Context: an optimization exercise on an open-source flow, tuned for small area and a short achievable clock period. The choices shown serve that exercise and are no tape-out recipe. In this exercise RTL edits were held to simulation tests only and were not proved equivalent to the original. Power is estimated from default activity; no workload was simulated.

`flow/config.mk`:
```
export PLATFORM = sky130hd
export DESIGN_NAME = scarf_2_edge_counters
export DESIGN_NICKNAME = scarf_2_edge_counters
export VERILOG_FILES = /design/flow/design.v
export SDC_FILE = /design/flow/constraint.sdc
export NUM_CORES = 4
export LEC_CHECK = 0
export CAP_MARGIN = 20
export CORE_MARGIN = 2
export CORE_UTILIZATION = 40
export CTS_BUF_LIST = sky130_fd_sc_hd__clkbuf_8
export CTS_CLUSTER_DIAMETER = 50
export CTS_CLUSTER_SIZE = 24
export GPL_ROUTABILITY_DRIVEN = 0
export SETUP_SLACK_MARGIN = 2.9
export SLEW_MARGIN = 20
export TNS_END_PERCENT = 5
```
`flow/constraint.sdc`:
```
create_clock -name core_clock -period 6.0 [get_ports {clk}]
set_input_delay 1.2000 -clock core_clock [delete_from_list [all_inputs] [get_ports {clk}]]
set_output_delay 1.2000 -clock core_clock [all_outputs]
set_load 0.01 [all_outputs]
```
`flow/design.v`:
```
module synchronizer(
    input  logic clk,
    input  logic rst_n,
    input  logic data_in,
    output logic data_out
    );
  logic ff_1;
  always_ff @(posedge clk) begin
    ff_1     <= rst_n & data_in;
    data_out <= rst_n & ff_1;
  end
endmodule
module edge_counter
  #( parameter W = 32 )
  ( input  logic	    clk,
    input  logic	    rst_n,
    input  logic	    gpio_in,
    input  logic        enable,
    input  logic        trig_enable,
    input  logic	    trig_in,
    output logic	    trig_out,
    input  logic	    cfg_trig_out,
    input  logic	    cfg_in_inv,
    output logic [W-1:0] d1_count,
    output logic [W-1:0] d2_count,
    output logic [W-1:0] d3_count,
    output logic [W-1:0] d1_next,    
    output logic [W-1:0] d2_next,
    output logic [W-1:0] d3_next
    );
  logic s;           
  logic act;         
  logic nz1, nz2, nz3, h3, trig_out_hold;
  logic start1, done1, done2;
  logic inc1, inc2, inc3;
  synchronizer u_synchronizer_gpio_in
    ( .clk      (clk),
      .rst_n    (rst_n),
      .data_in  (cfg_in_inv ^ gpio_in),
      .data_out (s)
     );
  assign act    = s ^ trig_enable;
  assign start1 = (trig_in & trig_enable) | s;
  assign done1  = nz1 & ~act;
  assign done2  = nz2 & act;
  assign inc1 = nz1 ? (act  & ~nz2 & ~(&d1_count)) : start1;
  assign inc2 = nz2 ? (~act & ~nz3 & ~(&d2_count)) : done1;
  assign inc3 = nz3 ? (act  & ~h3  & ~(&d3_count)) : done2;
  function automatic [W-1:0] incr(input [W-1:0] q, input logic c);
    logic [W-1:0] r;
    logic [W/4-1:0] grp;
    logic         k;
    for (int g = 0; g < W/4; g++) grp[g] = &q[g*4 +: 4];
    for (int i = 0; i < W; i++) begin
      if (i % 4 == 0) begin
        k = c;
        for (int g = 0; g < i/4; g++) k = k & grp[g];
      end
      r[i] = q[i] ^ k;
      k    = k & q[i];
    end
    incr = r;
  endfunction
  logic clear_n;
  assign clear_n = rst_n & enable;
  assign d1_next = clear_n ? incr(d1_count, inc1) : '0;
  assign d2_next = clear_n ? incr(d2_count, inc2) : '0;
  assign d3_next = clear_n ? incr(d3_count, inc3) : '0;
  always_ff @(posedge clk) begin
    d1_count      <= d1_next;
    d2_count      <= d2_next;
    d3_count      <= d3_next;
    nz1           <= clear_n & (nz1 | start1);
    nz2           <= clear_n & (nz2 | done1);
    nz3           <= clear_n & (nz3 | done2);
    h3            <= clear_n & (h3 | (nz3 & ~act));
    trig_out      <= clear_n & ~trig_out_hold &
                     ((~cfg_trig_out & ~nz1 & s) | (cfg_trig_out & nz1 & ~s));
    trig_out_hold <= clear_n & (trig_out_hold | trig_out);
  end
endmodule
module scarf_regmap_2_edge_counters
  ( input  logic	    clk,
    input  logic	    rst_n_sync,
    input  logic  [7:0] data_in,
    input  logic	    data_in_valid,
    input  logic	    data_in_finished,
    input  logic  [6:0] slave_id,
    input  logic        rnw,
    output logic  [7:0] read_data_out,
    output logic  [3:0] cfg_trig_out,
    output logic  [3:0] cfg_in_inv,
    output logic  [3:0] enable,
    output logic  [3:0] trig_enable,
    input  logic [31:0] d1_next_0,
    input  logic [31:0] d2_next_0,
    input  logic [31:0] d3_next_0,
    input  logic [31:0] d1_next_1,
    input  logic [31:0] d2_next_1,
    input  logic [31:0] d3_next_1
    );
    parameter SLAVE_ID    = 7'h03;
    parameter MAX_ADDRESS = 6'd25;
    logic [7:0]  reg0, reg1, reg0_n, reg1_n;
    logic [5:0]  address, address_n;
    logic        first_byte, first_n;
    logic [7:0]  rd_q, rd_n, byte_n;
    logic        valid_slave, vb, valid_write;
    logic [25:0] dec_a, dec_d, sel;
    assign valid_slave = (slave_id == SLAVE_ID);
    assign vb          = valid_slave && data_in_valid;
    assign valid_write = vb && (!rnw) && (!first_byte);
    always_comb begin
      first_n   = first_byte;
      address_n = address;
      if (data_in_finished) begin
        first_n = 1'b1;
      end else if (vb) begin
        first_n = 1'b0;
        if (first_byte)                  address_n = data_in[5:0];
        else if (address <= MAX_ADDRESS) address_n = address + 1'b1;
      end
    end
    assign reg0_n = !rst_n_sync ? 8'd0 : (valid_write && (address == 6'd0)) ? data_in : reg0;
    assign reg1_n = !rst_n_sync ? 8'd0 : (valid_write && (address == 6'd1)) ? data_in : reg1;
    always_comb begin
      for (int k = 0; k < 26; k++) begin
        dec_a[k] = (address == 6'(k));
        dec_d[k] = (data_in[5:0] == 6'(k));
      end
      for (int k = 0; k < 26; k++)
        sel[k] = vb ? (first_byte ? dec_d[k] : ((k == 0) ? 1'b0 : dec_a[(k == 0) ? 0 : k - 1])) : dec_a[k];
    end
    always_comb begin
      byte_n = 8'd0;
      if (sel[0]) byte_n = byte_n | reg0_n;
      if (sel[1]) byte_n = byte_n | reg1_n;
      if (sel[2]) byte_n = byte_n | d1_next_0[7:0];
      if (sel[3]) byte_n = byte_n | d1_next_0[15:8];
      if (sel[4]) byte_n = byte_n | d1_next_0[23:16];
      if (sel[5]) byte_n = byte_n | d1_next_0[31:24];
      if (sel[6]) byte_n = byte_n | d2_next_0[7:0];
      if (sel[7]) byte_n = byte_n | d2_next_0[15:8];
      if (sel[8]) byte_n = byte_n | d2_next_0[23:16];
      if (sel[9]) byte_n = byte_n | d2_next_0[31:24];
      if (sel[10]) byte_n = byte_n | d3_next_0[7:0];
      if (sel[11]) byte_n = byte_n | d3_next_0[15:8];
      if (sel[12]) byte_n = byte_n | d3_next_0[23:16];
      if (sel[13]) byte_n = byte_n | d3_next_0[31:24];
      if (sel[14]) byte_n = byte_n | d1_next_1[7:0];
      if (sel[15]) byte_n = byte_n | d1_next_1[15:8];
      if (sel[16]) byte_n = byte_n | d1_next_1[23:16];
      if (sel[17]) byte_n = byte_n | d1_next_1[31:24];
      if (sel[18]) byte_n = byte_n | d2_next_1[7:0];
      if (sel[19]) byte_n = byte_n | d2_next_1[15:8];
      if (sel[20]) byte_n = byte_n | d2_next_1[23:16];
      if (sel[21]) byte_n = byte_n | d2_next_1[31:24];
      if (sel[22]) byte_n = byte_n | d3_next_1[7:0];
      if (sel[23]) byte_n = byte_n | d3_next_1[15:8];
      if (sel[24]) byte_n = byte_n | d3_next_1[23:16];
      if (sel[25]) byte_n = byte_n | d3_next_1[31:24];
    end
    assign rd_n = first_n ? {1'b0, SLAVE_ID} : byte_n;
    always_ff @(posedge clk) begin
      first_byte <= !rst_n_sync || first_n;
      address    <= rst_n_sync ? address_n : 6'd0;
      reg0       <= reg0_n;
      reg1       <= reg1_n;
    end
    always_ff @(posedge clk, negedge rst_n_sync)
      if (~rst_n_sync) rd_q <= {1'b0, SLAVE_ID};
      else             rd_q <= rd_n;
    assign read_data_out = (valid_slave && rnw) ? rd_q : 8'd0;
    always_comb begin
      enable       = reg0[3:0];
      trig_enable  = reg0[7:4];
      cfg_in_inv   = reg1[3:0];
      cfg_trig_out = reg1[7:4];
    end
endmodule
module scarf_2_edge_counters
  ( input  logic        clk,
    input  logic        rst_n_sync,
    input  logic  [7:0] data_in,
    input  logic        data_in_valid,
    input  logic        data_in_finished,
    input  logic  [6:0] slave_id,
    input  logic        rnw,
    output logic  [7:0] read_data_out,
    input  logic        gpio_0_in,
    input  logic        gpio_1_in
    );
   parameter SLAVE_ID = 7'd03;
   logic        trig_out_0;
   logic        trig_out_1;
   logic  [3:0] cfg_trig_out;
   logic  [3:0] cfg_in_inv;
   logic  [3:0] enable;
   logic  [3:0] trig_enable;
   logic [31:0] d1_count_0, d2_count_0, d3_count_0;
   logic [31:0] d1_count_1, d2_count_1, d3_count_1;
   logic [31:0] d1_next_0, d2_next_0, d3_next_0;
   logic [31:0] d1_next_1, d2_next_1, d3_next_1;
   scarf_regmap_2_edge_counters
   # ( .SLAVE_ID( SLAVE_ID ) )
   u_scarf_regmap_4_edge_counters
     ( .clk,
       .rst_n_sync,
       .data_in,
       .data_in_valid,
       .data_in_finished,
       .slave_id,
       .rnw,
       .read_data_out,
       .cfg_trig_out,
       .cfg_in_inv,
       .enable,
       .trig_enable,
       .d1_next_0,
       .d2_next_0,
       .d3_next_0,
       .d1_next_1,
       .d2_next_1,
       .d3_next_1
      );
   edge_counter u_edge_counter_0
     ( .clk,
       .rst_n               (rst_n_sync),
       .gpio_in             (gpio_0_in),
       .enable              (enable[0]),
       .trig_enable         (trig_enable[0]),
       .trig_in             (trig_out_1),
       .trig_out            (trig_out_0),
       .cfg_trig_out        (cfg_trig_out[0]),
       .cfg_in_inv          (cfg_in_inv[0]),
       .d1_count            (d1_count_0),
       .d2_count            (d2_count_0),
       .d3_count            (d3_count_0),
       .d1_next             (d1_next_0),
       .d2_next             (d2_next_0),
       .d3_next             (d3_next_0)
       );
   edge_counter u_edge_counter_1
     ( .clk,
       .rst_n               (rst_n_sync),
       .gpio_in             (gpio_1_in),
       .enable              (enable[1]),
       .trig_enable         (trig_enable[1]),
       .trig_in             (trig_out_0),
       .trig_out            (trig_out_1),
       .cfg_trig_out        (cfg_trig_out[1]),
       .cfg_in_inv          (cfg_in_inv[1]),
       .d1_count            (d1_count_1),
       .d2_count            (d2_count_1),
       .d3_count            (d3_count_1),
       .d1_next             (d1_next_1),
       .d2_next             (d2_next_1),
       .d3_next             (d3_next_1)
       );
endmodule
```
`flow/flow/run.sh`:
```
#!/bin/bash
# Standard layout, with slow wide OR cells and AND cells (two-stage, inverting
# inside) added to the don't-use list so that synthesis maps the
# read-data logic to faster gates. Each tool's output stays in orfs/logs.
set -euo pipefail
EXTRA="sky130_fd_sc_hd__and4bb_1 sky130_fd_sc_hd__and4bb_2 sky130_fd_sc_hd__and4bb_4 sky130_fd_sc_hd__and4b_1 sky130_fd_sc_hd__and4b_2 sky130_fd_sc_hd__and4b_4 sky130_fd_sc_hd__and3b_1 sky130_fd_sc_hd__and3b_2 sky130_fd_sc_hd__and3b_4 sky130_fd_sc_hd__nor4bb_1 sky130_fd_sc_hd__nor4bb_2 sky130_fd_sc_hd__nor4bb_4 sky130_fd_sc_hd__nor4b_1 sky130_fd_sc_hd__nor4b_2 sky130_fd_sc_hd__nor4b_4 sky130_fd_sc_hd__nor3b_1 sky130_fd_sc_hd__nor3b_2 sky130_fd_sc_hd__nor3b_4 sky130_fd_sc_hd__and4_1 sky130_fd_sc_hd__and4_2 sky130_fd_sc_hd__and4_4 sky130_fd_sc_hd__and3_1 sky130_fd_sc_hd__and3_2 sky130_fd_sc_hd__and3_4 sky130_fd_sc_hd__or4_1 sky130_fd_sc_hd__or4_2 sky130_fd_sc_hd__or4_4 sky130_fd_sc_hd__or4b_1 sky130_fd_sc_hd__or4b_2 sky130_fd_sc_hd__or4b_4 sky130_fd_sc_hd__or4bb_1 sky130_fd_sc_hd__or4bb_2 sky130_fd_sc_hd__or4bb_4 sky130_fd_sc_hd__or3_1 sky130_fd_sc_hd__or3_2 sky130_fd_sc_hd__or3_4 sky130_fd_sc_hd__or3b_1 sky130_fd_sc_hd__or3b_2 sky130_fd_sc_hd__or3b_4"
PLATFORM_DONT_USE="sky130_fd_sc_hd__probe_p_8 sky130_fd_sc_hd__probec_p_8 sky130_fd_sc_hd__lpflow_bleeder_1 sky130_fd_sc_hd__lpflow_clkbufkapwr_1 sky130_fd_sc_hd__lpflow_clkbufkapwr_16 sky130_fd_sc_hd__lpflow_clkbufkapwr_2 sky130_fd_sc_hd__lpflow_clkbufkapwr_4 sky130_fd_sc_hd__lpflow_clkbufkapwr_8 sky130_fd_sc_hd__lpflow_clkinvkapwr_1 sky130_fd_sc_hd__lpflow_clkinvkapwr_16 sky130_fd_sc_hd__lpflow_clkinvkapwr_2 sky130_fd_sc_hd__lpflow_clkinvkapwr_4 sky130_fd_sc_hd__lpflow_clkinvkapwr_8 sky130_fd_sc_hd__lpflow_decapkapwr_12 sky130_fd_sc_hd__lpflow_decapkapwr_3 sky130_fd_sc_hd__lpflow_decapkapwr_4 sky130_fd_sc_hd__lpflow_decapkapwr_6 sky130_fd_sc_hd__lpflow_decapkapwr_8 sky130_fd_sc_hd__lpflow_inputiso0n_1 sky130_fd_sc_hd__lpflow_inputiso0p_1 sky130_fd_sc_hd__lpflow_inputiso1n_1 sky130_fd_sc_hd__lpflow_inputiso1p_1 sky130_fd_sc_hd__lpflow_inputisolatch_1 sky130_fd_sc_hd__lpflow_isobufsrc_1 sky130_fd_sc_hd__lpflow_isobufsrc_16 sky130_fd_sc_hd__lpflow_isobufsrc_2 sky130_fd_sc_hd__lpflow_isobufsrc_4 sky130_fd_sc_hd__lpflow_isobufsrc_8 sky130_fd_sc_hd__lpflow_isobufsrckapwr_16 sky130_fd_sc_hd__lpflow_lsbuf_lh_hl_isowell_tap_1 sky130_fd_sc_hd__lpflow_lsbuf_lh_hl_isowell_tap_2 sky130_fd_sc_hd__lpflow_lsbuf_lh_hl_isowell_tap_4 sky130_fd_sc_hd__lpflow_lsbuf_lh_isowell_4 sky130_fd_sc_hd__lpflow_lsbuf_lh_isowell_tap_1 sky130_fd_sc_hd__lpflow_lsbuf_lh_isowell_tap_2 sky130_fd_sc_hd__lpflow_lsbuf_lh_isowell_tap_4 "
bash standard.sh DONT_USE_CELLS="$PLATFORM_DONT_USE $EXTRA" finish > standard.log 2>&1
```
`flow/standard.sh`:
```
#!/bin/bash
# synth_recipe.tcl (not shown) runs the flow's synth.tcl, then flattens the netlist and writes it again
# the make line also repeats each setting of config.mk as NAME=value (left out here)
make -C /OpenROAD-flow-scripts/flow DESIGN_CONFIG=/design/flow/config.mk WORK_HOME=/design/flow/orfs CLKGATE_MAP_FILE= SYNTH_SCRIPT=/design/flow/synth_recipe.tcl "${@:-finish}"
```
==> report_table.html, run 1 <==
<table>
<tr><th>Metric</th><th>Value</th></tr>
<tr><th colspan="2">Logic synthesis</th></tr>
<tr><td>Most used flip-flop cell after synthesis</td><td>sky130_fd_sc_hd__dfxtp_1</td></tr>
<tr><td>EDFF count, synth</td><td>0</td></tr>
<tr><td>Count of mapped cells out of synthesis</td><td>between 1,000 and 1,500</td></tr>
<tr><td>Most area-consuming cells after synthesis</td><td>sky130_fd_sc_hd__dfxtp_1 (38%), sky130_fd_sc_hd__ha_1 (15%), sky130_fd_sc_hd__and2_1 (6.5%), sky130_fd_sc_hd__nand3_1 (5.9%), sky130_fd_sc_hd__xnor2_1 (3.6%)</td></tr>
<tr><td>Synth unique cells</td><td>52</td></tr>
<tr><td>Register area share after synthesis</td><td>39.2%</td></tr>
<tr><td>Post-synthesis area per instance</td><td>between 8 and 9 µm²</td></tr>
<tr><td>Share of synthesized registers carrying an async set or reset</td><td>under 10%</td></tr>
<tr><td>Synthesized area</td><td>0.0123 mm²</td></tr>
<tr><td>Top cell type's share of synthesized area</td><td>a little under two fifths</td></tr>
<tr><td>Net count after synthesis</td><td>roughly 1,600</td></tr>
<tr><td>Synthesized flop and latch total</td><td>roughly 240</td></tr>
<tr><td>Number of warnings issued by yosys</td><td>3</td></tr>
<tr><td>Biggest area consumer among synthesized cells</td><td>sky130_fd_sc_hd__dfxtp_1</td></tr>
<tr><th colspan="2">Worst setup path</th></tr>
<tr><td>Number of buffer and inverter instances along the worst setup path</td><td>1</td></tr>
<tr><td>Type of element capturing the critical path</td><td>register</td></tr>
<tr><td>FF-to-FF path depth</td><td>17</td></tr>
<tr><td>Required @ worst endpoint</td><td>6520 ps</td></tr>
<tr><td>Crit-path leading delay family</td><td>compound AO/OA/AOI/OAI gates</td></tr>
<tr><td>Critical R2R Launch</td><td>u_edge_counter_0.d3_count[2]</td></tr>
<tr><td>Slowest stage cell on the critical path</td><td>sky130_fd_sc_hd__o221ai_1</td></tr>
<tr><td>Register-to-register setup slack</td><td>2580 ps</td></tr>
<tr><td>Cells along the critical path</td><td>clkdlybuf4s50_1 -&gt; nor2_1 -&gt; nand3_1 -&gt; o221ai_1 -&gt; nand2_1 -&gt; o22ai_1 -&gt; nor4_2 -&gt; a31oi_1</td></tr>
<tr><td>Total number of cells along the worst setup path</td><td>8</td></tr>
<tr><td>Worst path max stage delay</td><td>roughly 800 ps</td></tr>
<tr><td>Crit path kind</td><td>primary input to register</td></tr>
<tr><td>Max Fanout on Critical Path</td><td>8</td></tr>
<tr><td>Reg2reg end</td><td>u_scarf_regmap_4_edge_counters.rd_q[7]</td></tr>
<tr><td>Critical path data arrival time</td><td>around 4100 ps</td></tr>
<tr><td>Element type at the critical path start</td><td>primary input</td></tr>
<tr><th colspan="2">Final layout</th></tr>
<tr><td>Fraction of final layout cells with drive strength greater than 1</td><td>around an eighth</td></tr>
<tr><td>Final layout net count</td><td>1,619</td></tr>
<tr><td>Area Overhead vs Synth</td><td>14.4%</td></tr>
<tr><td>Antenna fix cells</td><td>0</td></tr>
<tr><td>Post-route design area</td><td>between 0.01 and 0.015 mm²</td></tr>
<tr><th colspan="2">Clocking</th></tr>
<tr><td>Deepest clock path buffer count</td><td>3</td></tr>
<tr><td>Number of buffers added by the clock tree synthesis step</td><td>31</td></tr>
<tr><td>TritonCTS clock tree</td><td>done</td></tr>
<tr><td>CTS clk-pin slew, worst paths</td><td>70 ps</td></tr>
<tr><td>Clock root cell</td><td>sky130_fd_sc_hd__clkbuf_8</td></tr>
<tr><td>Sinks on Clock Net</td><td>239</td></tr>
<tr><td>Clock insertion delay at the later pin of the skew report</td><td>around 610 ps</td></tr>
<tr><td>Number of H-tree levels</td><td>1</td></tr>
<tr><th colspan="2">Global route</th></tr>
<tr><td>Total routing usage reported by global routing</td><td>between 20 and 25%</td></tr>
<tr><td>Initial antenna violation count</td><td>0</td></tr>
<tr><td>Wire length of the first global-routing pass</td><td>a little over 60,000 µm</td></tr>
<tr><td>Maximum number of pins on one net before global-route repair</td><td>57</td></tr>
<tr><td>Overflow after GRT</td><td>0</td></tr>
<tr><td>Via count of the first global-routing pass</td><td>just over 10,000</td></tr>
<tr><th colspan="2">Hold path</th></tr>
<tr><td>Type of the tightest min-delay check</td><td>register to register</td></tr>
<tr><td>Worst-case hold path end point</td><td>u_edge_counter_0.trig_out</td></tr>
<tr><td>Worst min-delay path startpoint</td><td>u_edge_counter_0.trig_out_hold</td></tr>
<tr><td>Worst hold stages</td><td>1</td></tr>
<tr><th colspan="2">Routing</th></tr>
<tr><td>Vias per Instance</td><td>~5.7</td></tr>
<tr><td>Total via count after detailed routing</td><td>10,700</td></tr>
<tr><td>Post-detailed-route count of antenna-violating nets</td><td>0</td></tr>
<tr><td>First-pass iteration count of the detailed router</td><td>6</td></tr>
<tr><td>Drc violations</td><td>0</td></tr>
<tr><td>Number of design-rule violations left by the first detailed-router iteration</td><td>just over 1,000</td></tr>
<tr><td>Final wirelength</td><td>around 39,000 µm</td></tr>
<tr><td>Routed length per instance</td><td>roughly 21 µm</td></tr>
<tr><th colspan="2">Floorplanning</th></tr>
<tr><td>Overall die area</td><td>roughly 0.032 mm²</td></tr>
<tr><td>Initial Utilization</td><td>between 40% and 50%</td></tr>
<tr><td>Number of top-level design ports</td><td>30</td></tr>
<tr><td>Placeable core region</td><td>just over 0.03 mm²</td></tr>
<tr><td>Width of the die</td><td>around 180 µm</td></tr>
<tr><td>Cell row count</td><td>64</td></tr>
<tr><td>Die height</td><td>179 µm</td></tr>
<tr><th colspan="2">Pwr</th></tr>
<tr><td>Worst IR Drop VDD</td><td>approximately 160 µV</td></tr>
<tr><td>PwrDens</td><td>between 200 and 250 mW/mm²</td></tr>
<tr><td>Reported leakage power</td><td>slightly above 6 nW</td></tr>
<tr><th colspan="2">Timing</th></tr>
<tr><td>Setup violations, final</td><td>0</td></tr>
<tr><td>Worst-case headroom to the max-slew limit</td><td>about a quarter</td></tr>
<tr><td>Minimum clock period</td><td>3520 ps</td></tr>
<tr><td>Part of the cycle the worst path needs</td><td>between 50% and 60%</td></tr>
<tr><td>Fin. max-slew vios</td><td>0</td></tr>
<tr><td>Number of endpoints with negative hold slack in the final report</td><td>0</td></tr>
<tr><td>Actual transition at the worst max-transition pin</td><td>1110 ps</td></tr>
<tr><td>Maximum frequency from static timing analysis</td><td>~280 MHz</td></tr>
<tr><td>Clock skew after layout</td><td>~22 ps</td></tr>
<tr><td>RSZ-0062 raised after global routing</td><td>true</td></tr>
<tr><td>Final sum of negative setup slack</td><td>0 ps</td></tr>
<tr><th colspan="2">Outcome</th></tr>
<tr><td>Run status</td><td>no timing/DRC/antenna violations</td></tr>
<tr><th colspan="2">Run</th></tr>
<tr><td>Maxcap violations</td><td>0</td></tr>
<tr><th colspan="2">Place</th></tr>
<tr><td>Quantity of I/O buffers inserted on ports</td><td>29</td></tr>
<tr><td>Dpl cell area</td><td>roughly 0.013 mm²</td></tr>
<tr><td>DP HPWL</td><td>30,400 µm</td></tr>
</table>
-- metrics by stage --
stage | hold WS [ps] | power [mW] | util [%] | cells | worst slack [ps]
2_1_floorplan | 402 | 1.65 | - | 1394 | 2790
3_3_place_gp | 411 | 1.68 | 42.8 | 1784 | 1150
3_5_place_dp | 416 | 1.68 | 42.8 | 1784 | 1120
4_1_cts | 425 | 2.92 | 45.5 | 1853 | 2540
5_1_grt | 449 | 3.00 | 46.3 | 1865 | 2440
6_report | 423 | 2.89 | 46.3 | 1865 | 2480
-- repair_timing --
item	CTS	global route
hold endpoints to repair	0	0
endpoints found under the setup margin	31	18
buffers inserted	15	12
resized for setup	83	44
hold buffers	0	0
pin swaps	12	33
-- Yosys cell counts, types with 3 or more instances --
master                      instances
sky130_fd_sc_hd__a32oi_1            6
sky130_fd_sc_hd__o221a_2            3
sky130_fd_sc_hd__ha_1             149
sky130_fd_sc_hd__mux2i_1           17
sky130_fd_sc_hd__nand3_1          145
sky130_fd_sc_hd__dfxtp_1          231
sky130_fd_sc_hd__nand2_1          115
sky130_fd_sc_hd__nand4_1           60
sky130_fd_sc_hd__or2_2             10
sky130_fd_sc_hd__a211oi_1           4
sky130_fd_sc_hd__clkbuf_1          43
sky130_fd_sc_hd__nor4_1            29
sky130_fd_sc_hd__o211ai_1           3
sky130_fd_sc_hd__a31oi_1           10
sky130_fd_sc_hd__a32o_1             5
sky130_fd_sc_hd__nor4_2             3
sky130_fd_sc_hd__dfrtp_1            6
sky130_fd_sc_hd__a311o_1            3
sky130_fd_sc_hd__o21ai_0           29
sky130_fd_sc_hd__o22ai_1            8
sky130_fd_sc_hd__nand4b_1           3
sky130_fd_sc_hd__a21oi_1           23
sky130_fd_sc_hd__o21ai_1           13
sky130_fd_sc_hd__mux2_2             3
sky130_fd_sc_hd__nor3_1            33
sky130_fd_sc_hd__xnor2_1           50
sky130_fd_sc_hd__o221ai_1          14
sky130_fd_sc_hd__o2111ai_1          3
sky130_fd_sc_hd__o31ai_1           10
sky130_fd_sc_hd__nor2b_1           14
sky130_fd_sc_hd__nand3b_1          11
sky130_fd_sc_hd__nor2_1           110
sky130_fd_sc_hd__buf_1              5
sky130_fd_sc_hd__nand2b_1           9
sky130_fd_sc_hd__xor2_1             3
sky130_fd_sc_hd__inv_1             57
sky130_fd_sc_hd__and2_1           128
sky130_fd_sc_hd__a22oi_1            3
-- layout by cell type, fill, tap and decap left out, drive strengths merged, types with 12 or more instances in the layout --
master / instances
inv: 65
ha: 149
mux2i: 17
nand4: 60
nor3: 33
a21oi: 23
xnor2: 50
nor2b: 14
nor2: 110
dfxtp: 231
nand2: 115
and2: 130
nand3: 145
o21ai: 42
nor4: 34
o221ai: 14
clkbuf: 36
clkdlybuf4s50: 12
buf: 54
-- layout make-up --
class,count,area (µm²)
multi-input combinational,1048,7310
clock inverter,18,134
fill,3006,16400
timing repair buffer,71,579
inverter,57,214
sequential,239,4840
clock buffer,36,495
tap,396,495
-- how the worst max path moves through the flow --
stage / startpoint / to / slack (ps)
2_1_floorplan: slave_id[3] / read_data_out[0] / 2790
3_3_place_gp: slave_id[3] / read_data_out[5] / 1150
3_5_place_dp: slave_id[3] / read_data_out[5] / 1120
4_1_cts: slave_id[4] / read_data_out[3] / 2540
5_1_grt: u_edge_counter_1.d2_count[6] / u_scarf_regmap_4_edge_counters.rd_q[7] / 2440
6_report: data_in[5] / u_scarf_regmap_4_edge_counters.rd_q[5] / 2480
-- layer usage --
metal	track usage, %	share of wire, %	wire, µm
met1	31.3	42	16400
met2	39.0	45	17900
met3	5.15	8.6	3390
met4	9.53	4.5	1760
met5	0	0	0
-- logic make-up (layout without fill, tap and decap cells) --
kind of cell             after synthesis  after routing  synth area share [%]
AO/OA/AOI/OAI                        150            150                  8.29
XOR/XNOR                              53             53                  3.77
adder cells (fa/ha/maj)              149            149                  15.1
buffers and inverters                107            182                  3.28
flip-flops                           239            239                  39.2
multiplexers                          20             20                  1.66
AND/OR/NAND/NOR                      676            676                  28.6
-- flip-flops by register name (all words and copies together) (netlist names), 6 cells and up --
signal	count
u_scarf_regmap_4_edge_counters.reg1	8
u_scarf_regmap_4_edge_counters.address	6
u_edge_counter_0.d3_count	32
u_scarf_regmap_4_edge_counters.rd_q	8
u_edge_counter_1.d3_count	32
u_edge_counter_1.d1_count	32
u_edge_counter_1.d2_count	32
u_edge_counter_0.d2_count	32
u_scarf_regmap_4_edge_counters.reg0	8
u_edge_counter_0.d1_count	32
-- where the power goes --
part           internal [mW]  switching, mW
logic                 0.0229         0.0356
clock network          0.599          0.648
registers               1.59        0.00104
total                   2.21          0.684
==> run 2: changes to the inputs <==
--- a/flow/config.mk
+++ b/flow/config.mk
@@ -13,3 +13,2 @@
 export CTS_CLUSTER_SIZE = 24
-export GPL_ROUTABILITY_DRIVEN = 0
 export SETUP_SLACK_MARGIN = 2.9
==> run 2 against run 1 <==
Effect of this change:
- non-clock buffer count down 3
- register-to-register slack better by 30 ps
- first-iteration DRC count is 21% lower
- sequential share of layout area fell by 0.44 points
- worst setup slack gained 61 ps
- global-route usage up 1.2 points
- clock power grew 14%
- clock skew increased by 20 ps
- clock-buffer cell count is 7 lower
- cell count down 0.27%
- critical path depth fell by 1
- fmax increased by 1.8%
- critical endpoint is now read_data_out[6]
- largest power group unchanged
==> report_table.html, run 2 <==
<table>
<tr><th>Metric</th><th>Value</th></tr>
<tr><th colspan="2">Place</th></tr>
<tr><td>Quantity of I/O buffers inserted on ports</td><td>29</td></tr>
<tr><td>Routability cong.</td><td>between 0.9 and 1</td></tr>
<tr><td>DP HPWL</td><td>~32,000 µm</td></tr>
<tr><td>Dpl cell area</td><td>~0.013 mm²</td></tr>
<tr><td>Placement-stage worst setup slack</td><td>between 1000 and 1500 ps</td></tr>
<tr><th colspan="2">Timing</th></tr>
<tr><td>Clock skew after layout</td><td>a little over 40 ps</td></tr>
<tr><td>Actual transition at the worst max-transition pin</td><td>between 900 and 1000 ps</td></tr>
<tr><td>Number of endpoints with negative hold slack in the final report</td><td>0</td></tr>
<tr><td>Setup violations, final</td><td>0</td></tr>
<tr><td>Final sum of negative setup slack</td><td>0 ps</td></tr>
<tr><td>Fin. max-slew vios</td><td>0</td></tr>
<tr><td>Part of the cycle the worst path needs</td><td>57.7%</td></tr>
<tr><td>RSZ-0062 raised after global routing</td><td>true</td></tr>
<tr><td>Worst Setup Slack, final</td><td>2540 ps</td></tr>
<tr><td>Worst hold slack</td><td>431 ps</td></tr>
<tr><td>Worst-case headroom to the max-slew limit</td><td>between 30% and 40%</td></tr>
<tr><td>Minimum clock period</td><td>between 3000 and 4000 ps</td></tr>
<tr><td>Maximum frequency from static timing analysis</td><td>289 MHz</td></tr>
<tr><th colspan="2">Worst setup path</th></tr>
<tr><td>Crit path kind</td><td>primary input to output port</td></tr>
<tr><td>Crit-path leading delay family</td><td>buffers and inverters</td></tr>
<tr><td>Critical path data arrival time</td><td>2260 ps</td></tr>
<tr><td>Max Fanout on Critical Path</td><td>6</td></tr>
<tr><td>Slowest stage cell on the critical path</td><td>sky130_fd_sc_hd__nor4_4</td></tr>
<tr><td>Number of buffer and inverter instances along the worst setup path</td><td>4</td></tr>
<tr><td>Critical R2R Launch</td><td>u_edge_counter_1.d2_count[4]</td></tr>
<tr><td>Type of element capturing the critical path</td><td>output port</td></tr>
<tr><td>Cells along the critical path</td><td>buf_8 -&gt; nor4_4 -&gt; nand4b_1 -&gt; buf_6 -&gt; buf_8 -&gt; nor2_2 -&gt; buf_2</td></tr>
<tr><td>Required @ worst endpoint</td><td>4800 ps</td></tr>
<tr><td>CP most frequent cell</td><td>sky130_fd_sc_hd__buf_8</td></tr>
<tr><td>Worst setup startpoint</td><td>slave_id[3]</td></tr>
<tr><td>Worst path max stage delay</td><td>between 200 and 300 ps</td></tr>
<tr><td>Element type at the critical path start</td><td>primary input</td></tr>
<tr><th colspan="2">Final layout</th></tr>
<tr><td>Post-route design area</td><td>0.0142 mm²</td></tr>
<tr><td>Most frequent cells in the layout</td><td>sky130_fd_sc_hd__dfxtp_1 (224), sky130_fd_sc_hd__ha_1 (149), sky130_fd_sc_hd__nand3_1 (144)</td></tr>
<tr><td>Area Overhead vs Synth</td><td>15.7%</td></tr>
<tr><td>Fraction of final layout cells with drive strength greater than 1</td><td>12.5%</td></tr>
<tr><td>Final layout net count</td><td>1,613</td></tr>
<tr><td>Antenna fix cells</td><td>0</td></tr>
<tr><td>Most frequent standard cell in the layout excluding fill and tap cells</td><td>sky130_fd_sc_hd__dfxtp_1</td></tr>
<tr><th colspan="2">Logic synthesis</th></tr>
<tr><td>Cell with the most instances after synthesis</td><td>sky130_fd_sc_hd__dfxtp_1</td></tr>
<tr><td>Synthesized flop and latch total</td><td>239</td></tr>
<tr><td>Top cell type's share of synthesized area</td><td>roughly 38%</td></tr>
<tr><td>Number of warnings issued by yosys</td><td>3</td></tr>
<tr><td>Biggest area consumer among synthesized cells</td><td>sky130_fd_sc_hd__dfxtp_1</td></tr>
<tr><td>EDFF count, synth</td><td>0</td></tr>
<tr><td>Most used flip-flop cell after synthesis</td><td>sky130_fd_sc_hd__dfxtp_1</td></tr>
<tr><td>Post-synthesis area per instance</td><td>about 9 µm²</td></tr>
<tr><td>Count of mapped cells out of synthesis</td><td>around 1,400</td></tr>
<tr><td>Synth unique cells</td><td>between 50 and 60</td></tr>
<tr><td>Most area-consuming cells after synthesis</td><td>sky130_fd_sc_hd__dfxtp_1 (38%), sky130_fd_sc_hd__ha_1 (15%), sky130_fd_sc_hd__and2_1 (6.5%), sky130_fd_sc_hd__nand3_1 (5.9%), sky130_fd_sc_hd__xnor2_1 (3.6%)</td></tr>
<tr><td>Register area share after synthesis</td><td>between 30% and 40%</td></tr>
<tr><td>Post-synth top cells</td><td>sky130_fd_sc_hd__dfxtp_1 (231), sky130_fd_sc_hd__ha_1 (149), sky130_fd_sc_hd__nand3_1 (145), sky130_fd_sc_hd__and2_1 (128), sky130_fd_sc_hd__nand2_1 (115)</td></tr>
<tr><td>Net count after synthesis</td><td>1,565</td></tr>
<tr><td>Share of synthesized registers carrying an async set or reset</td><td>around 3.3%</td></tr>
<tr><td>Synthesized area</td><td>0.0123 mm²</td></tr>
<tr><th colspan="2">Routing</th></tr>
<tr><td>Routed length per instance</td><td>22.5 µm</td></tr>
<tr><td>Total via count after detailed routing</td><td>10,600</td></tr>
<tr><td>First-pass iteration count of the detailed router</td><td>5</td></tr>
<tr><td>Number of design-rule violations left by the first detailed-router iteration</td><td>between 800 and 900</td></tr>
<tr><td>Drc violations</td><td>0</td></tr>
<tr><td>Post-detailed-route count of antenna-violating nets</td><td>0</td></tr>
<tr><td>Vias per Instance</td><td>roughly 5.7</td></tr>
<tr><td>Final wirelength</td><td>roughly 42,000 µm</td></tr>
<tr><th colspan="2">Clocking</th></tr>
<tr><td>Sinks on Clock Net</td><td>239</td></tr>
<tr><td>Clock insertion delay at the later pin of the skew report</td><td>around 630 ps</td></tr>
<tr><td>Number of H-tree levels</td><td>1</td></tr>
<tr><td>Number of buffers added by the clock tree synthesis step</td><td>28</td></tr>
<tr><td>Deepest clock path buffer count</td><td>3</td></tr>
<tr><td>Clock root cell</td><td>sky130_fd_sc_hd__clkbuf_8</td></tr>
<tr><td>Hold buffers post-CTS</td><td>0</td></tr>
<tr><td>CTS clk-pin slew, worst paths</td><td>about 90 ps</td></tr>
<tr><td>TritonCTS clock tree</td><td>done</td></tr>
<tr><th colspan="2">Floorplanning</th></tr>
<tr><td>Number of top-level design ports</td><td>30</td></tr>
<tr><td>Die height</td><td>179 µm</td></tr>
<tr><td>Initial Utilization</td><td>roughly 40%</td></tr>
<tr><td>Placeable core region</td><td>between 0.03 and 0.04 mm²</td></tr>
<tr><td>Overall die area</td><td>0.0322 mm²</td></tr>
<tr><td>Width of the die</td><td>about 180 µm</td></tr>
<tr><td>Cell row count</td><td>64</td></tr>
<tr><th colspan="2">Pwr</th></tr>
<tr><td>Worst IR Drop VDD</td><td>about 170 µV</td></tr>
<tr><td>Internal power of the cells</td><td>2.26 mW</td></tr>
<tr><td>Proportion of power drawn by combinational gates</td><td>2.0%</td></tr>
<tr><td>Switching power share of the total</td><td>26.3%</td></tr>
<tr><td>Net switching power of the design</td><td>around 810 µW</td></tr>
<tr><td>Sequential fraction of design power</td><td>~52%</td></tr>
<tr><td>PwrDens</td><td>roughly 220 mW/mm²</td></tr>
<tr><td>Reported leakage power</td><td>~6.3 nW</td></tr>
<tr><td>Clock share of power</td><td>between 40% and 50%</td></tr>
<tr><th colspan="2">Outcome</th></tr>
<tr><td>Run status</td><td>no timing/DRC/antenna violations</td></tr>
<tr><th colspan="2">Hold path</th></tr>
<tr><td>Type of the tightest min-delay check</td><td>register to register</td></tr>
<tr><td>Worst min-delay path startpoint</td><td>u_edge_counter_0.trig_out_hold</td></tr>
<tr><th colspan="2">Global route</th></tr>
<tr><td>Initial antenna violation count</td><td>0</td></tr>
<tr><td>Overflow after GRT</td><td>0</td></tr>
<tr><td>Total routing usage reported by global routing</td><td>roughly a quarter</td></tr>
<tr><td>Via count of the first global-routing pass</td><td>10,400</td></tr>
<tr><td>Maximum number of pins on one net before global-route repair</td><td>46</td></tr>
<tr><td>Wire length of the first global-routing pass</td><td>62,700 µm</td></tr>
<tr><th colspan="2">Run</th></tr>
<tr><td>Maxcap violations</td><td>0</td></tr>
</table>
-- run 2: repair_timing --
action / in CTS / in global routing
setup endpoints to repair: 22 / 22
resized for setup: 83 / 51
buffers inserted: 15 / 6
pin swaps: 12 / 22
-- run 2: cell families (layout without fill, tap and decap cells) --
kind of cell               Yosys count  count (layout)  synth area share, %
muxes                               20              20                 1.66
and+or+nand+nor                    676             676                 28.6
DFF                                239             239                 39.2
adders and majority gates          149             149                 15.1
AOI/OAI and AO/OA                  150             150                 8.29
buffers and inverters              107             177                 3.28
xor gates and xnor gates            53              53                 3.77
-- run 2: final timing paths --
path                       slack (ps)  cells past startpoint                                endpoint
setup / recovery                 2540                      7                        read_data_out[6]
hold / removal                    430                      1               u_edge_counter_0.trig_out
setup reg to reg                 2610                     15  u_scarf_regmap_4_edge_counters.rd_q[2]
hold reg to reg                   430                      1               u_edge_counter_0.trig_out
max in group asynchronous        5060                      1  u_scarf_regmap_4_edge_counters.rd_q[1]
min in group asynchronous         530                      1  u_scarf_regmap_4_edge_counters.rd_q[3]
-- run 2: worst reg2reg max path: stages (launching register included) --
cell and delay (ps):
sky130_fd_sc_hd__dfxtp_2 350, sky130_fd_sc_hd__nand4_1 180, sky130_fd_sc_hd__nor4_2 370, sky130_fd_sc_hd__a31oi_1 130, sky130_fd_sc_hd__mux2i_1 240, sky130_fd_sc_hd__nor2_2 90
sky130_fd_sc_hd__nand2_2 100, sky130_fd_sc_hd__buf_4 130, sky130_fd_sc_hd__nor3_1 60, sky130_fd_sc_hd__ha_1 200, sky130_fd_sc_hd__ha_1 190, sky130_fd_sc_hd__ha_1 260
sky130_fd_sc_hd__and2_1 170, sky130_fd_sc_hd__a32o_1 260, sky130_fd_sc_hd__nor4_4 360, sky130_fd_sc_hd__a31oi_1 140
-- run 2: cell type report --
type,instances,area (µm²)
Tap cell,396,495
Clock buffer,29,399
Clock inverter,23,315
Timing Repair Buffer,68,569
Multi-Input combinational cell,1048,7410
Sequential cell,239,4840
Inverter,57,214
Fill cell,3017,16200
-- run 2: power groups by stage --
stage          combinational (mW)  sequential (mW)  clock (mW)
5_1_grt                    0.0650             1.59        1.51
6_report                   0.0611             1.59        1.42
3_3_place_gp               0.0580             1.62           0
4_1_cts                    0.0583             1.59        1.44
3_5_place_dp               0.0579             1.63           0
2_1_floorplan              0.0251             1.62           0
-- run 2: layer usage --
layer  track usage, %  part of all wire, %  up-vias
li1                 -                    -     5065
met1             33.7                   44     5038
met2             41.5                   46      351
met3             3.08                  5.8      102
met4             10.5                  4.8        0
met5                0                    0        -
-- run 2: metrics by stage --
| step | instances | power [mW] | utilization, % |
|---|---|---|---|
| finish | 1860 | 3.07 | 46.8 |
| global route | 1860 | 3.17 | 46.8 |
| CTS | 1854 | 3.08 | 45.9 |
| detailed placement | 1787 | 1.68 | 42.9 |
| global placement | 1787 | 1.68 | 42.9 |
| floorplan | 1394 | 1.65 | - |
==> run 3: changes to the inputs <==
--- a/flow/config.mk
+++ b/flow/config.mk
@@ -9,3 +9,3 @@
 export CORE_MARGIN = 2
-export CORE_UTILIZATION = 40
+export CORE_UTILIZATION = 35
 export CTS_BUF_LIST = sky130_fd_sc_hd__clkbuf_8
==> run 3 against run 2 <==
Effect of this change:
- still clean
- sequential share of layout area shrank 1.1 points
- power grew 0.27%
- clock power hardly changed
- first-iteration DRC count increased by 21%
- via count up 1.7%
- synthesized cell count is the same
- die area is 14% higher
- worst hold slack better by 1.3 ps
- clock-buffer cell count up 5
- core utilization down 4.1 points
- critical path depth grew 2
- largest power group unchanged
- highest routed layer unchanged
==> report_table.html, run 3 <==
<table>
<tr><th>Metric</th><th>Value</th></tr>
<tr><th colspan="2">Clocking</th></tr>
<tr><td>Number of H-tree levels</td><td>1</td></tr>
<tr><td>Number of buffers added by the clock tree synthesis step</td><td>30</td></tr>
<tr><td>TritonCTS clock tree</td><td>done</td></tr>
<tr><td>Deepest clock path buffer count</td><td>3</td></tr>
<tr><td>Sinks on Clock Net</td><td>about 240</td></tr>
<tr><td>Clock root cell</td><td>sky130_fd_sc_hd__clkbuf_8</td></tr>
<tr><td>CTS clk-pin slew, worst paths</td><td>90 ps</td></tr>
<tr><td>Hold buffers post-CTS</td><td>0</td></tr>
<tr><td>Clock insertion delay at the later pin of the skew report</td><td>around 600 ps</td></tr>
<tr><th colspan="2">Worst setup path</th></tr>
<tr><td>Crit path kind</td><td>primary input to register</td></tr>
<tr><td>Reg2reg end</td><td>u_scarf_regmap_4_edge_counters.rd_q[5]</td></tr>
<tr><td>Required @ worst endpoint</td><td>roughly 6500 ps</td></tr>
<tr><td>Element type at the critical path start</td><td>primary input</td></tr>
<tr><td>Cells along the critical path</td><td>clkdlybuf4s50_1 -&gt; nand4bb_1 -&gt; o2111a_1 -&gt; a22oi_1 -&gt; buf_4 -&gt; a22oi_1 -&gt; o211ai_1 -&gt; nor4_2 -&gt; a31oi_1</td></tr>
<tr><td>Slowest stage cell on the critical path</td><td>sky130_fd_sc_hd__clkdlybuf4s50_1</td></tr>
<tr><td>Crit-path leading delay family</td><td>compound AO/OA/AOI/OAI gates</td></tr>
<tr><td>Type of element capturing the critical path</td><td>register</td></tr>
<tr><td>Number of buffer and inverter instances along the worst setup path</td><td>2</td></tr>
<tr><td>Critical R2R Launch</td><td>u_edge_counter_1.d1_count[3]</td></tr>
<tr><td>Critical path data arrival time</td><td>just under 4000 ps</td></tr>
<tr><td>FF-to-FF path depth</td><td>15</td></tr>
<tr><td>Max Fanout on Critical Path</td><td>8</td></tr>
<tr><td>Worst path max stage delay</td><td>a little under 800 ps</td></tr>
<tr><td>CP most frequent cell</td><td>sky130_fd_sc_hd__a22oi_1</td></tr>
<tr><td>Register-to-register setup slack</td><td>2590 ps</td></tr>
<tr><th colspan="2">Final layout</th></tr>
<tr><td>Final layout net count</td><td>between 1,500 and 2,000</td></tr>
<tr><td>Storage element area</td><td>~0.0049 mm²</td></tr>
<tr><td>Most frequent standard cell in the layout excluding fill and tap cells</td><td>sky130_fd_sc_hd__dfxtp_1</td></tr>
<tr><td>Layout filler cell count</td><td>between 3,000 and 4,000</td></tr>
<tr><td>Antenna fix cells</td><td>0</td></tr>
<tr><td>Area Overhead vs Synth</td><td>19.9%</td></tr>
<tr><td>Area used by multi-input combinational logic</td><td>between 0.007 and 0.008 mm²</td></tr>
<tr><td>Final standard cell count with taps included and fillers excluded</td><td>around 1,900</td></tr>
<tr><td>Fraction of final layout cells with drive strength greater than 1</td><td>between 10% and 20%</td></tr>
<tr><td>Most frequent cells in the layout</td><td>sky130_fd_sc_hd__dfxtp_1 (209), sky130_fd_sc_hd__nand3_1 (142), sky130_fd_sc_hd__ha_1 (131)</td></tr>
<tr><th colspan="2">Timing</th></tr>
<tr><td>Clock skew after layout</td><td>about 23 ps</td></tr>
<tr><td>Maximum frequency from static timing analysis</td><td>between 200 and 300 MHz</td></tr>
<tr><td>Setup violations, final</td><td>0</td></tr>
<tr><td>Fin. max-slew vios</td><td>0</td></tr>
<tr><td>Part of the cycle the worst path needs</td><td>between 50% and 60%</td></tr>
<tr><td>RSZ-0062 raised after global routing</td><td>true</td></tr>
<tr><td>Worst Setup Slack, final</td><td>about 2500 ps</td></tr>
<tr><td>Worst-case headroom to the max-slew limit</td><td>approximately a third</td></tr>
<tr><td>Actual transition at the worst max-transition pin</td><td>slightly below 1000 ps</td></tr>
<tr><td>Minimum clock period</td><td>3480 ps</td></tr>
<tr><td>Number of endpoints with negative hold slack in the final report</td><td>0</td></tr>
<tr><td>Final sum of negative setup slack</td><td>0 ps</td></tr>
<tr><th colspan="2">Logic synthesis</th></tr>
<tr><td>Register area share after synthesis</td><td>approximately 40%</td></tr>
<tr><td>Synthesized area</td><td>0.0123 mm²</td></tr>
<tr><td>Top cell type's share of synthesized area</td><td>37.6%</td></tr>
<tr><td>Share of synthesized registers carrying an async set or reset</td><td>approximately 3.3%</td></tr>
<tr><td>Count of mapped cells out of synthesis</td><td>roughly 1,400</td></tr>
<tr><td>Multiplexer fraction of the synthesized cell area</td><td>~1.7%</td></tr>
<tr><td>Biggest area consumer among synthesized cells</td><td>sky130_fd_sc_hd__dfxtp_1</td></tr>
<tr><td>EDFF count, synth</td><td>0</td></tr>
<tr><td>Synthesized flop and latch total</td><td>approximately 240</td></tr>
<tr><td>Compound-gate portion of the synthesized area</td><td>around 8.3%</td></tr>
<tr><td>Cell with the most instances after synthesis</td><td>sky130_fd_sc_hd__dfxtp_1</td></tr>
<tr><td>Post-Synth XOR/XNOR Area</td><td>roughly 3.8%</td></tr>
<tr><td>Post-synthesis area per instance</td><td>8.83 µm²</td></tr>
<tr><td>Area fraction in and, or, nand and nor cells after synthesis</td><td>28.6%</td></tr>
<tr><td>Net count after synthesis</td><td>1,565</td></tr>
<tr><td>Most area-consuming cells after synthesis</td><td>sky130_fd_sc_hd__dfxtp_1 (38%), sky130_fd_sc_hd__ha_1 (15%), sky130_fd_sc_hd__and2_1 (6.5%), sky130_fd_sc_hd__nand3_1 (5.9%), sky130_fd_sc_hd__xnor2_1 (3.6%)</td></tr>
<tr><td>Number of warnings issued by yosys</td><td>3</td></tr>
<tr><td>Most used flip-flop cell after synthesis</td><td>sky130_fd_sc_hd__dfxtp_1</td></tr>
<tr><td>Dominant combinational cell family by area after synthesis</td><td>simple AND/OR/NAND/NOR gates</td></tr>
<tr><td>Synth unique cells</td><td>52</td></tr>
<tr><td>Post-synth top cells</td><td>sky130_fd_sc_hd__dfxtp_1 (231), sky130_fd_sc_hd__ha_1 (149), sky130_fd_sc_hd__nand3_1 (145), sky130_fd_sc_hd__and2_1 (128), sky130_fd_sc_hd__nand2_1 (115)</td></tr>
<tr><td>Fraction of the mapped netlist area in adder cells</td><td>between 15 and 20%</td></tr>
<tr><th colspan="2">Routing</th></tr>
<tr><td>First-pass iteration count of the detailed router</td><td>5</td></tr>
<tr><td>Total via count after detailed routing</td><td>10,700</td></tr>
<tr><td>Highest Signal Layer</td><td>met4</td></tr>
<tr><td>Amount of wire on met2 after detailed routing</td><td>around 19,000 µm</td></tr>
<tr><td>Drc violations</td><td>0</td></tr>
<tr><td>Post-detailed-route count of antenna-violating nets</td><td>0</td></tr>
<tr><td>Final wirelength</td><td>42,400 µm</td></tr>
<tr><td>Routed metal-1 wire length</td><td>about 18,000 µm</td></tr>
<tr><td>Met3 Routed Length</td><td>~3300 µm</td></tr>
<tr><td>Number of design-rule violations left by the first detailed-router iteration</td><td>slightly below 1,000</td></tr>
<tr><td>Vias per Instance</td><td>5.51</td></tr>
<tr><td>Routed length per instance</td><td>~22 µm</td></tr>
<tr><th colspan="2">Pwr</th></tr>
<tr><td>Worst IR Drop VDD</td><td>around 160 µV</td></tr>
<tr><td>Total chip power</td><td>approximately 3.1 mW</td></tr>
<tr><td>Reported leakage power</td><td>~6.4 nW</td></tr>
<tr><td>PwrDens</td><td>~210 mW/mm²</td></tr>
<tr><th colspan="2">Floorplanning</th></tr>
<tr><td>Overall die area</td><td>0.0367 mm²</td></tr>
<tr><td>Width of the die</td><td>around 190 µm</td></tr>
<tr><td>Placeable core region</td><td>approximately 0.035 mm²</td></tr>
<tr><td>Initial Utilization</td><td>a little over a third</td></tr>
<tr><td>Number of top-level design ports</td><td>30</td></tr>
<tr><td>Die height</td><td>about 190 µm</td></tr>
<tr><td>Cell row count</td><td>just under 70</td></tr>
<tr><th colspan="2">Place</th></tr>
<tr><td>Placed instance count</td><td>between 1,500 and 2,000</td></tr>
<tr><td>Routability cong.</td><td>about 0.97</td></tr>
<tr><td>Placement-stage worst setup slack</td><td>1370 ps</td></tr>
<tr><td>DP HPWL</td><td>between 30,000 and 40,000 µm</td></tr>
<tr><td>Quantity of I/O buffers inserted on ports</td><td>29</td></tr>
<tr><th colspan="2">Global route</th></tr>
<tr><td>Wire length of the first global-routing pass</td><td>slightly above 60,000 µm</td></tr>
<tr><td>Initial antenna violation count</td><td>0</td></tr>
<tr><td>Total routing usage reported by global routing</td><td>22.6%</td></tr>
<tr><td>Via count of the first global-routing pass</td><td>roughly 10,000</td></tr>
<tr><td>Maximum number of pins on one net before global-route repair</td><td>between 70 and 80</td></tr>
<tr><td>Overflow after GRT</td><td>0</td></tr>
<tr><th colspan="2">Hold path</th></tr>
<tr><td>Type of the tightest min-delay check</td><td>register to register</td></tr>
<tr><td>Worst hold stages</td><td>1</td></tr>
<tr><td>Worst-case hold path end point</td><td>u_edge_counter_1.trig_out</td></tr>
<tr><td>Worst min-delay path startpoint</td><td>u_edge_counter_1.trig_out_hold</td></tr>
<tr><th colspan="2">Outcome</th></tr>
<tr><td>Run status</td><td>no timing/DRC/antenna violations</td></tr>
<tr><th colspan="2">Run</th></tr>
<tr><td>Maxcap violations</td><td>0</td></tr>
</table>
[run 3: cell types whose count changed in the layout (fill, tap and decap cells not counted), sizes merged]
cell           change
clkdlybuf4s15      -1
bufinv             +1
inv                -5
clkinvlp           +1
clkbuf             +5
clkinv             +2
buf               +26
[run 3: cell type report]
type                    count  area share, %
clock buffers              34           3.17
clock inverters            22           1.81
inverters                  57           1.45
multi-input cells        1048           51.8
flip-flops and latches    239           32.9
well taps                 455           3.86
repair buffers             93           5.02
[run 3: worst reg2reg max path, delay by kind of cell (launching register included)]
family	cells	cell delay, ps
DFF	1	360
and+or+nand+nor	7	1510
AOI/OAI and AO/OA	6	990
adders and majority gates	2	440
[run 3: cells by family (layout without fill, tap and decap cells)]
family / count (synthesis) / after routing
adder cells (fa/ha/maj): 149 / 149
buffers and inverters: 107 / 206
multiplexers: 20 / 20
AND/OR/NAND/NOR: 676 / 676
XOR/XNOR: 53 / 53
AO/OA/AOI/OAI: 150 / 150
flip-flops: 239 / 239
[run 3: what timing repair did]
item	CTS	global route
pin swaps	21	60
resized for setup	93	99
gates cloned	0	0
setup endpoints to repair	24	16
buffers inserted	25	21
[run 3: worst max path at each step]
| stage | startpoint | endpoint | slack [ps] | cells after the start |
|---|---|---|---|---|
| after floorplan | slave_id[3] | read_data_out[0] | 2790 | 3 |
| after global placement | slave_id[3] | u_scarf_regmap_4_edge_counters.rd_q[7] | 1450 | 9 |
| after detailed placement | slave_id[3] | u_scarf_regmap_4_edge_counters.rd_q[3] | 1370 | 8 |
| after CTS | slave_id[4] | read_data_out[6] | 2580 | 6 |
| after global routing | u_edge_counter_1.d3_count[26] | u_scarf_regmap_4_edge_counters.rd_q[7] | 2410 | 17 |
| final | data_in[5] | u_scarf_regmap_4_edge_counters.rd_q[5] | 2520 | 9 |
[run 3: metrics by stage]
step                      util [%]  hold WS [ps]  cell area, µm²
final                         42.7           432           14800
after global routing          42.7           462           14800
after CTS                     41.0           438           14200
after detailed placement      38.0           425           13100
after global placement        38.0           405           13100
after floorplan                  -           402           12300
[run 3: report_power, final]
part,switching (mW),internal [mW]
sequential,0.00129,1.59
clock,0.701,0.724
combinational,0.0383,0.0236
total,0.740,2.33
[run 3: metal layers]
| layer | up-vias | track usage (%) |
|---|---|---|
| met1 | 5079 | 29.1 |
| met2 | 436 | 36.5 |
| met3 | 107 | 5.07 |
| met5 | - | 0 |
| li1 | 5118 | - |
| met4 | 0 | 8.96 |
==> run 4: changes to the inputs <==
--- a/flow/config.mk
+++ b/flow/config.mk
@@ -9,3 +9,3 @@
 export CORE_MARGIN = 2
-export CORE_UTILIZATION = 35
+export CORE_UTILIZATION = 40
 export CTS_BUF_LIST = sky130_fd_sc_hd__clkbuf_8
@@ -13,3 +13,3 @@
 export CTS_CLUSTER_SIZE = 24
-export SETUP_SLACK_MARGIN = 2.9
+export SETUP_SLACK_MARGIN = 3.1
 export SLEW_MARGIN = 20
==> run 4 against run 3 <==
Effect of this change:
- still clean
- worst setup slack better by 18 ps
- sequential power about the same
- combinational power fell by 1%
- highest routed layer unchanged
- cell area shrank 3.5%
- global-route usage grew 2.7 points
- clock-buffer cell count is 5 lower
- largest cell class unchanged
- clock power about the same
- sequential cell count unchanged
- area after synthesis is the same
- register-to-register slack gained 20 ps
- core utilization grew 4.1 points
==> report_table.html, run 4 <==
<table>
<tr><th>Metric</th><th>Value</th></tr>
<tr><th colspan="2">Timing</th></tr>
<tr><td>Final sum of negative setup slack</td><td>0 ps</td></tr>
<tr><td>Part of the cycle the worst path needs</td><td>between 50% and 60%</td></tr>
<tr><td>Actual transition at the worst max-transition pin</td><td>around 970 ps</td></tr>
<tr><td>Minimum clock period</td><td>roughly 3500 ps</td></tr>
<tr><td>RSZ-0062 raised after global routing</td><td>true</td></tr>
<tr><td>Maximum frequency from static timing analysis</td><td>289 MHz</td></tr>
<tr><td>Fin. max-slew vios</td><td>0</td></tr>
<tr><td>Worst-case headroom to the max-slew limit</td><td>about a third</td></tr>
<tr><td>Setup violations, final</td><td>0</td></tr>
<tr><td>Worst Setup Slack, final</td><td>about 2500 ps</td></tr>
<tr><td>Number of endpoints with negative hold slack in the final report</td><td>0</td></tr>
<tr><td>Clock skew after layout</td><td>approximately 42 ps</td></tr>
<tr><td>Worst hold slack</td><td>431 ps</td></tr>
<tr><th colspan="2">Logic synthesis</th></tr>
<tr><td>Post-synthesis area per instance</td><td>between 8 and 9 µm²</td></tr>
<tr><td>Share of synthesized registers carrying an async set or reset</td><td>approximately 3.3%</td></tr>
<tr><td>Register area share after synthesis</td><td>39.2%</td></tr>
<tr><td>Synth unique cells</td><td>between 50 and 60</td></tr>
<tr><td>Number of warnings issued by yosys</td><td>3</td></tr>
<tr><td>Post-synth top cells</td><td>sky130_fd_sc_hd__dfxtp_1 (231), sky130_fd_sc_hd__ha_1 (149), sky130_fd_sc_hd__nand3_1 (145), sky130_fd_sc_hd__and2_1 (128), sky130_fd_sc_hd__nand2_1 (115)</td></tr>
<tr><td>EDFF count, synth</td><td>0</td></tr>
<tr><td>Synthesized flop and latch total</td><td>239</td></tr>
<tr><td>Most area-consuming cells after synthesis</td><td>sky130_fd_sc_hd__dfxtp_1 (38%), sky130_fd_sc_hd__ha_1 (15%), sky130_fd_sc_hd__and2_1 (6.5%), sky130_fd_sc_hd__nand3_1 (5.9%), sky130_fd_sc_hd__xnor2_1 (3.6%)</td></tr>
<tr><td>Most used flip-flop cell after synthesis</td><td>sky130_fd_sc_hd__dfxtp_1</td></tr>
<tr><td>Count of mapped cells out of synthesis</td><td>1,394</td></tr>
<tr><td>Top cell type's share of synthesized area</td><td>about 38%</td></tr>
<tr><td>Net count after synthesis</td><td>between 1,500 and 2,000</td></tr>
<tr><td>Biggest area consumer among synthesized cells</td><td>sky130_fd_sc_hd__dfxtp_1</td></tr>
<tr><td>Synthesized area</td><td>~0.012 mm²</td></tr>
<tr><td>Cell with the most instances after synthesis</td><td>sky130_fd_sc_hd__dfxtp_1</td></tr>
<tr><th colspan="2">Worst setup path</th></tr>
<tr><td>Number of buffer and inverter instances along the worst setup path</td><td>4</td></tr>
<tr><td>Register-to-register setup slack</td><td>2610 ps</td></tr>
<tr><td>Element type at the critical path start</td><td>primary input</td></tr>
<tr><td>Slowest stage cell on the critical path</td><td>sky130_fd_sc_hd__nor4_4</td></tr>
<tr><td>Max Fanout on Critical Path</td><td>6</td></tr>
<tr><td>Reg2reg end</td><td>u_scarf_regmap_4_edge_counters.rd_q[2]</td></tr>
<tr><td>Worst path max stage delay</td><td>between 200 and 300 ps</td></tr>
<tr><td>CP most frequent cell</td><td>sky130_fd_sc_hd__buf_8</td></tr>
<tr><td>Crit path kind</td><td>primary input to output port</td></tr>
<tr><td>Cells along the critical path</td><td>buf_8 -&gt; nor4_4 -&gt; nand4b_1 -&gt; buf_6 -&gt; buf_8 -&gt; nor2_2 -&gt; buf_2</td></tr>
<tr><td>Crit-path leading delay family</td><td>buffers and inverters</td></tr>
<tr><td>Critical path data arrival time</td><td>about 2300 ps</td></tr>
<tr><td>Required @ worst endpoint</td><td>~4800 ps</td></tr>
<tr><td>Type of element capturing the critical path</td><td>output port</td></tr>
<tr><td>Critical R2R Launch</td><td>u_edge_counter_1.d2_count[4]</td></tr>
<tr><td>FF-to-FF path depth</td><td>15</td></tr>
<tr><th colspan="2">Floorplanning</th></tr>
<tr><td>Die height</td><td>179 µm</td></tr>
<tr><td>Placeable core region</td><td>between 0.03 and 0.04 mm²</td></tr>
<tr><td>Cell row count</td><td>between 60 and 70</td></tr>
<tr><td>Initial Utilization</td><td>approximately two fifths</td></tr>
<tr><td>Width of the die</td><td>179 µm</td></tr>
<tr><td>Overall die area</td><td>between 0.03 and 0.04 mm²</td></tr>
<tr><td>Number of top-level design ports</td><td>30</td></tr>
<tr><th colspan="2">Global route</th></tr>
<tr><td>Total routing usage reported by global routing</td><td>roughly 25%</td></tr>
<tr><td>Maximum number of pins on one net before global-route repair</td><td>between 40 and 50</td></tr>
<tr><td>Initial antenna violation count</td><td>0</td></tr>
<tr><td>Overflow after GRT</td><td>0</td></tr>
<tr><td>Wire length of the first global-routing pass</td><td>~63,000 µm</td></tr>
<tr><td>Via count of the first global-routing pass</td><td>around 10,000</td></tr>
<tr><th colspan="2">Final layout</th></tr>
<tr><td>Antenna fix cells</td><td>0</td></tr>
<tr><td>Most frequent standard cell in the layout excluding fill and tap cells</td><td>sky130_fd_sc_hd__dfxtp_1</td></tr>
<tr><td>Post-layout util</td><td>~47%</td></tr>
<tr><td>Final standard cell count with taps included and fillers excluded</td><td>about 1,900</td></tr>
<tr><td>Final layout net count</td><td>about 1,600</td></tr>
<tr><td>Most frequent cells in the layout</td><td>sky130_fd_sc_hd__dfxtp_1 (224), sky130_fd_sc_hd__ha_1 (149), sky130_fd_sc_hd__nand3_1 (144)</td></tr>
<tr><td>Area Overhead vs Synth</td><td>15.7%</td></tr>
<tr><td>Fraction of final layout cells with drive strength greater than 1</td><td>12.5%</td></tr>
<tr><td>Post-route design area</td><td>~0.014 mm²</td></tr>
<tr><td>Layout filler cell count</td><td>roughly 3,000</td></tr>
<tr><th colspan="2">Pwr</th></tr>
<tr><td>Clock share of power</td><td>46.2%</td></tr>
<tr><td>Worst IR Drop VDD</td><td>165 µV</td></tr>
<tr><td>Internal power of the cells</td><td>between 2 and 2.5 mW</td></tr>
<tr><td>Sequential fraction of design power</td><td>about 52%</td></tr>
<tr><td>Proportion of power drawn by combinational gates</td><td>roughly 2%</td></tr>
<tr><td>Net switching power of the design</td><td>805 µW</td></tr>
<tr><td>PwrDens</td><td>215 mW/mm²</td></tr>
<tr><td>Total chip power</td><td>between 3 and 4 mW</td></tr>
<tr><td>Reported leakage power</td><td>roughly 6.3 nW</td></tr>
<tr><td>Switching power share of the total</td><td>a little over a quarter</td></tr>
<tr><th colspan="2">Place</th></tr>
<tr><td>Placement-stage worst setup slack</td><td>between 1000 and 1500 ps</td></tr>
<tr><td>Placed instance count</td><td>between 1,500 and 2,000</td></tr>
<tr><td>Dpl cell area</td><td>about 0.013 mm²</td></tr>
<tr><td>DP HPWL</td><td>32,400 µm</td></tr>
<tr><td>Quantity of I/O buffers inserted on ports</td><td>29</td></tr>
<tr><td>Routability cong.</td><td>between 0.9 and 1</td></tr>
<tr><th colspan="2">Hold path</th></tr>
<tr><td>Worst-case hold path end point</td><td>u_edge_counter_0.trig_out</td></tr>
<tr><td>Type of the tightest min-delay check</td><td>register to register</td></tr>
<tr><td>Worst min-delay path startpoint</td><td>u_edge_counter_0.trig_out_hold</td></tr>
<tr><td>Worst hold stages</td><td>1</td></tr>
<tr><th colspan="2">Routing</th></tr>
<tr><td>Post-detailed-route count of antenna-violating nets</td><td>0</td></tr>
<tr><td>Drc violations</td><td>0</td></tr>
<tr><td>Final wirelength</td><td>41,800 µm</td></tr>
<tr><td>Number of design-rule violations left by the first detailed-router iteration</td><td>a little over 800</td></tr>
<tr><td>First-pass iteration count of the detailed router</td><td>5</td></tr>
<tr><td>Routed length per instance</td><td>between 20 and 25 µm</td></tr>
<tr><td>Vias per Instance</td><td>approximately 5.7</td></tr>
<tr><td>Total via count after detailed routing</td><td>10,600</td></tr>
<tr><th colspan="2">Clocking</th></tr>
<tr><td>Deepest clock path buffer count</td><td>3</td></tr>
<tr><td>Number of buffers added by the clock tree synthesis step</td><td>28</td></tr>
<tr><td>Sinks on Clock Net</td><td>between 200 and 250</td></tr>
<tr><td>TritonCTS clock tree</td><td>done</td></tr>
<tr><td>CTS clk-pin slew, worst paths</td><td>90 ps</td></tr>
<tr><td>Hold buffers post-CTS</td><td>0</td></tr>
<tr><td>Clock root cell</td><td>sky130_fd_sc_hd__clkbuf_8</td></tr>
<tr><td>Clock insertion delay at the later pin of the skew report</td><td>between 600 and 700 ps</td></tr>
<tr><td>Number of H-tree levels</td><td>1</td></tr>
<tr><th colspan="2">Run</th></tr>
<tr><td>Maxcap violations</td><td>0</td></tr>
<tr><th colspan="2">Outcome</th></tr>
<tr><td>Run status</td><td>no timing/DRC/antenna violations</td></tr>
</table>
[run 4: layout make-up]
cell class / instances / area [µm²] / area share, %
Sequential cell: 239 / 4840 / 34.0
Tap cell: 396 / 495 / 3.48
Clock inverter: 23 / 315 / 2.21
Inverter: 57 / 214 / 1.50
Timing Repair Buffer: 68 / 569 / 4.00
Clock buffer: 29 / 399 / 2.80
Multi-Input combinational cell: 1048 / 7410 / 52.0
[run 4: repair_timing]
item,4_1_cts,5_1_grt
pin swaps,12,22
setup buffers,15,6
resized for setup,83,51
endpoints found under the setup margin,38,28
[run 4: cell families after synthesis]
logic type / after synthesis / synth area share [%]
xor gates and xnor gates: 53 / 3.77
and+or+nand+nor: 676 / 28.6
adders and majority gates: 149 / 15.1
AOI/OAI and AO/OA: 150 / 8.29
DFF: 239 / 39.2
buffers and inverters: 107 / 3.28
muxes: 20 / 1.66
[run 4: metal layers]
layer	GRT usage, %	part of all wire (%)
met1	33.7	44
met2	41.5	46
met3	3.08	5.8
met4	10.5	4.8
met5	0	0
[run 4: worst max-delay path by stage]
| stage | startpoint | end | slack [ps] | cells past startpoint |
|---|---|---|---|---|
| after floorplan | slave_id[3] | read_data_out[0] | 2790 | 3 |
| after global placement | slave_id[3] | read_data_out[5] | 1130 | 5 |
| after detailed placement | slave_id[3] | read_data_out[5] | 1100 | 5 |
| after CTS | slave_id[4] | read_data_out[4] | 2540 | 7 |
| after global routing | u_edge_counter_1.d2_count[6] | u_scarf_regmap_4_edge_counters.rd_q[2] | 2430 | 15 |
| final | slave_id[3] | read_data_out[6] | 2540 | 7 |
[run 4: power by group through the flow]
stage	Clock [mW]	Combinational [mW]	Sequential, mW
floorplan	0	0.0251	1.62
global placement	0	0.0580	1.62
detailed placement	0	0.0579	1.63
CTS	1.44	0.0583	1.59
global route	1.51	0.0650	1.59
finish	1.42	0.0611	1.59

==> re-timing with driven ports <==
Ports are ideal in the flow. The routed layouts listed here were re-timed in OpenROAD. Step 1 sets driving cells, clkbuf_16 on the clock port and buf_2 on the other inputs (assumed; they add their load-dependent delay and slew). Step 2 times the ports against the registers' clock, not the clock port: input delays grow and output delays shrink by t, the midpoint of the rising clock arrivals with the driver on. Slacks: ideal / step 1 / step 2; pairs: ideal / step 1.
run	shift t [ns]	setup slack, ns	clock arrival spread, ns	slew at the worst register clock pin (ns)	cell pins on the clock port's net
run 1	0.643	2.475 / 2.495 / 1.852	0.025 / 0.025	0.08 / 0.08	1
run 2	0.660	2.536 / 2.496 / 1.961	0.042 / 0.042	0.12 / 0.12	1
run 3	0.639	2.518 / 2.537 / 1.904	0.026 / 0.027	0.09 / 0.09	1
run 4	0.660	2.536 / 2.496 / 1.961	0.042 / 0.042	0.12 / 0.12	1
After both steps setup and hold are still met in every run listed. For run 1, which loses most, drivers alone change the setup slack by +0.020 ns; drivers and shift together by -0.623 ns.
